Source: an optimization exercise on an open RTL-to-GDS flow (aim: small area). Production flows keep margins and buffers that such runs may drop. Only simulation tests tie the RTL to the original design; equivalence was not proved. No activity file was given, so power comes from the tool's default toggle rates.

==> flow/design.v (excerpt) <==
module Mono_Pong(input clk, input rst, input start, input stop, input push_1, input push_2,
					output [13:0] disp_score, output LED_r, output LED_g,
					output [9:0] LED, output [6:0] disp_level, output [1:0] blue,
					output [3:0] zybo_LED);
	reg [7:0] score;	 
	reg [3:0] level;	 
	reg [3:0] pos;		 
	reg       dir;		 
	reg       clck;		 
	reg [3:0] m;		 
	reg [4:0] p;		 
	reg       push;		 
	reg       cc;		 
	localparam [4:0] P0 = 5'd0, PM1 = 5'd16, P24 = 5'd20, P25 = 5'd9;
	wire running = |level;
	wire half = (m == 4'd0) & (p == P25);
	wire tick = half & ~clck;
	wire off = pos[3] & pos[1];
	wire at0 = ~pos[3] & ~pos[2] & ~pos[1] & ~pos[0];
	wire at9 = pos[3] & ~pos[1] & pos[0];
	wire at_end = at0 | at9;
	wire at1 = ~pos[3] & ~pos[2] & ~pos[1] & pos[0];
	wire at8 = pos[3] & ~pos[0];
	wire turn = dir ? at1 : at8;		 
	wire hit_pos = dir ? at9 : at0;		 
	wire btn_end = dir ? push_1 : push_2;	 
	wire btn_next = dir ? push_2 : push_1;	 
  ...
Settings: LEC_CHECK=0, ABC_AREA=1, CAP_MARGIN=20, CORE_AREA=2.3 2.72 59.8 59.84, CTS_BUF_LIST=sky130_fd_sc_hd__clkbuf_4, CTS_CLUSTER_DIAMETER=100, CTS_CLUSTER_SIZE=30, DIE_AREA=0 0 62 62, SLEW_MARGIN=20; clock period 10.0 ns.
standard.sh (not shown) runs the stock make flow with config.mk's settings and CLKGATE_MAP_FILE= SYNTH_SCRIPT=/design/flow/synth_recipe.tcl, a recipe that flattens the netlist after the stock synthesis.
==> flow/flow/run.sh <==
#!/bin/bash
# Own layout flow: the standard synthesis, then the combinational logic between the
# standard synthesis's flip-flops is re-mapped by ABC for area (flip-flops, their names and
# cell types are kept as the standard synthesis made them), then the standard layout
# with plain buf_1 port buffers and without CTS's dummy clock loads. The re-mapping is tried
# with twelve ABC seeds; the smallest netlist is kept.
# Each tool's output goes to a log file of its own in the work folder.
set -euo pipefail
W=$(pwd)
R=$W/orfs/results/${FLOW_PLATFORM}/Mono_Pong/base
LIB=$FLOW_HOME/platforms/${FLOW_PLATFORM}/lib/sky130_fd_sc_hd__tt_025C_1v80.lib
YOSYS=$(command -v yosys || echo "$FLOW_HOME/../tools/install/yosys/bin/yosys")

bash standard.sh synth > "$W/synth.log" 2>&1
cp "$R/1_2_yosys.v" "$W/standard_synth.v"
SEQ=$(grep -oE "sky130_fd_sc_hd__[a-z0-9_]+" "$W/standard_synth.v" | sort -u | grep -E "__(e?df|sdf|dl|conb)" | tr '\n' ' ')
ffs() { grep -E "sky130_fd_sc_hd__(e?df|sdf|dl)[a-z0-9_]* " "$1" | sort; }
ffs "$W/standard_synth.v" > "$W/ff_standard.txt"

resynth() { # input netlist, seed -> resynth_<seed>.v, resynth_<seed>.log
  local in=$1 s=$2
  sed "s|@SEED@|$s|" "$W/flow/area.abc" > "$W/area_$s.abc"
  sed -e "s|@LIB@|$LIB|g" -e "s|@SEQ@|$SEQ|g" -e "s|@IN@|$in|g" \
      -e "s|@OUT@|$W/resynth_$s.v|g" -e "s|@ABC@|$W/area_$s.abc|g" -e "s|@TOP@|$FLOW_TOP|g" \
      "$W/flow/resynth.ys" > "$W/resynth_$s.ys"
  "$YOSYS" -s "$W/resynth_$s.ys" > "$W/resynth_$s.log" 2>&1 || true
}
best="$W/standard_synth.v"; best_area=1e12
pick() { # keep the smallest valid netlist among the given seeds
  for s in "$@"; do
    [[ -s "$W/resynth_$s.v" ]] || continue
    ffs "$W/resynth_$s.v" > "$W/ff_$s.txt"
    cmp -s "$W/ff_standard.txt" "$W/ff_$s.txt" || continue
    a=$(grep -a "Chip area" "$W/resynth_$s.log" | tail -1 | awk '{print $NF}')
    if awk -v a="$a" -v b="$best_area" 'BEGIN{exit !(a<b)}'; then best="$W/resynth_$s.v"; best_area=$a; fi
  done
}
for s in 1 2 3 4; do resynth "$W/standard_synth.v" $s & done; wait
pick 1 2 3 4
for s in 5 6 7 8; do resynth "$W/standard_synth.v" $s & done; wait
pick 5 6 7 8
for s in 9 10 11 12; do resynth "$W/standard_synth.v" $s & done; wait
pick 9 10 11 12
echo "kept $best ($best_area um2)" > "$W/resynth_choice.log"
cp "$best" "$W/resynth.v"
cp "$best" "$R/1_2_yosys.v"
touch "$R/1_2_yosys.v"

# ports get the smallest plain buffer instead of the delay buffer buffer_ports picks itself
export BUFFER_PORTS_ARGS="-buffer_cell sky130_fd_sc_hd__buf_1"
export CTS_ARGS="-sink_clustering_enable -repair_clock_nets -sink_clustering_size 30 -sink_clustering_max_diameter 100 -buf_list sky130_fd_sc_hd__clkbuf_4 -dont_use_dummy_load"
bash standard.sh finish > "$W/layout.log" 2>&1
Other scripts of this flow, unchanged in this note and not shown: flow/flow/area.abc, flow/flow/resynth.ys
Next try:
--- a/flow/design.v
+++ b/flow/design.v
@@ -34,21 +34,21 @@
 	wire [3:0] high_step = {sh[2:0], ((sh == 4'd0) | (sh == 4'd4) | (sh == 4'd5) | (sh == 4'd6) | (sh == 4'd7) | (sh == 4'd9) | (sh == 4'd10) | (sh == 4'd11))};
 	wire [7:0] score_inc = low_wrap ? {high_step, 4'd13} : {score[7:4], low_step};
 	wire [3:0] level_inc = {level[2:0], ((level == 4'd0) | (level == 4'd4) | (level == 4'd5) | (level == 4'd6) | (level == 4'd7) | (level == 4'd9) | (level == 4'd10) | (level == 4'd11))};
 	wire [3:0] m_inc = {m[2:0], ((m == 4'd0) | (m == 4'd4) | (m == 4'd5) | (m == 4'd6) | (m == 4'd7) | (m == 4'd9) | (m == 4'd10) | (m == 4'd11))};
 	wire play = running & ~stop;			 
 	wire new_game = ~running & start;
 	wire hit = play & hit_pos & push;
 	wire miss = play & hit_pos & ~push;
 	wire up = hit & bcd & nine & (level != 4'd8);
+	wire [3:0] level_step = new_game ? 4'd1 : (stop | miss) ? 4'd0 : up ? level_inc : level;
 	wire level_chg = new_game | (running & stop) | miss | up;
-	wire kill = rst | (tick & running & (stop | miss));
-	wire [3:0] level_n = kill ? 4'd0 : (tick & (new_game | up)) ? level_inc : level;
+	wire [3:0] level_n = rst ? 4'd0 : tick ? level_step : level;
 	wire chg = tick & level_chg & ~rst;
 	wire reload = rst | half;
 	wire wrap = (p == P24) & (m != 4'd0);
 	wire run_n = |level_n;
 	always @(posedge clk) begin
 		level <= level_n;
 		if (rst | (tick & new_game))
 			score <= {4'd9, 4'd13};
 		else if (tick & hit)
After rerunning: Cell count is higher by 0.95%. Power rose by 4.0%. Critical path depth is unchanged. Cell area is higher by 1.1%. Sequential share of layout area fell by 0.38 points. Via count went up by 1.8%. Wire length goes up by 0.60%. Synthesized area increases by 1.3%. Register-to-register slack loses 330 ps. Flip-flop and latch count is unchanged. Fmax barely changes. Core utilization grows by 0.61 points. Sequential power hardly moves. Setup slack loses 7.2 ps.

==> static timing again, ports no longer ideal <==
How much do the figures lean on ideal ports? The routed layouts below were timed once more, with nothing changed but the port constraints.
Step 1 sets driving cells, clkbuf_16 on the clock port and buf_2 on the other inputs (assumed; they add their load-dependent delay and slew).
Step 2 moves the port delays by t, midway between the first and last clock arrival at a register: inputs arrive t later, outputs are due t later. That takes back most of the time a late clock gives input paths.
a / b / c = ideal ports / drivers / drivers and shift; a / b = the first two.
run | t, ns | setup slack, ns | hold WS [ns]
the first run | 0.337 | 5.718 / 5.696 / 5.696 | 0.483 / 0.483 / 0.483
the second run | 0.337 | 5.711 / 5.687 / 5.687 | 0.468 / 0.468 / 0.468
After both steps every run listed still meets setup and hold. The setup slack of the second run, which loses most, moves by -0.024 ns with the drivers and by -0.024 ns with both steps.
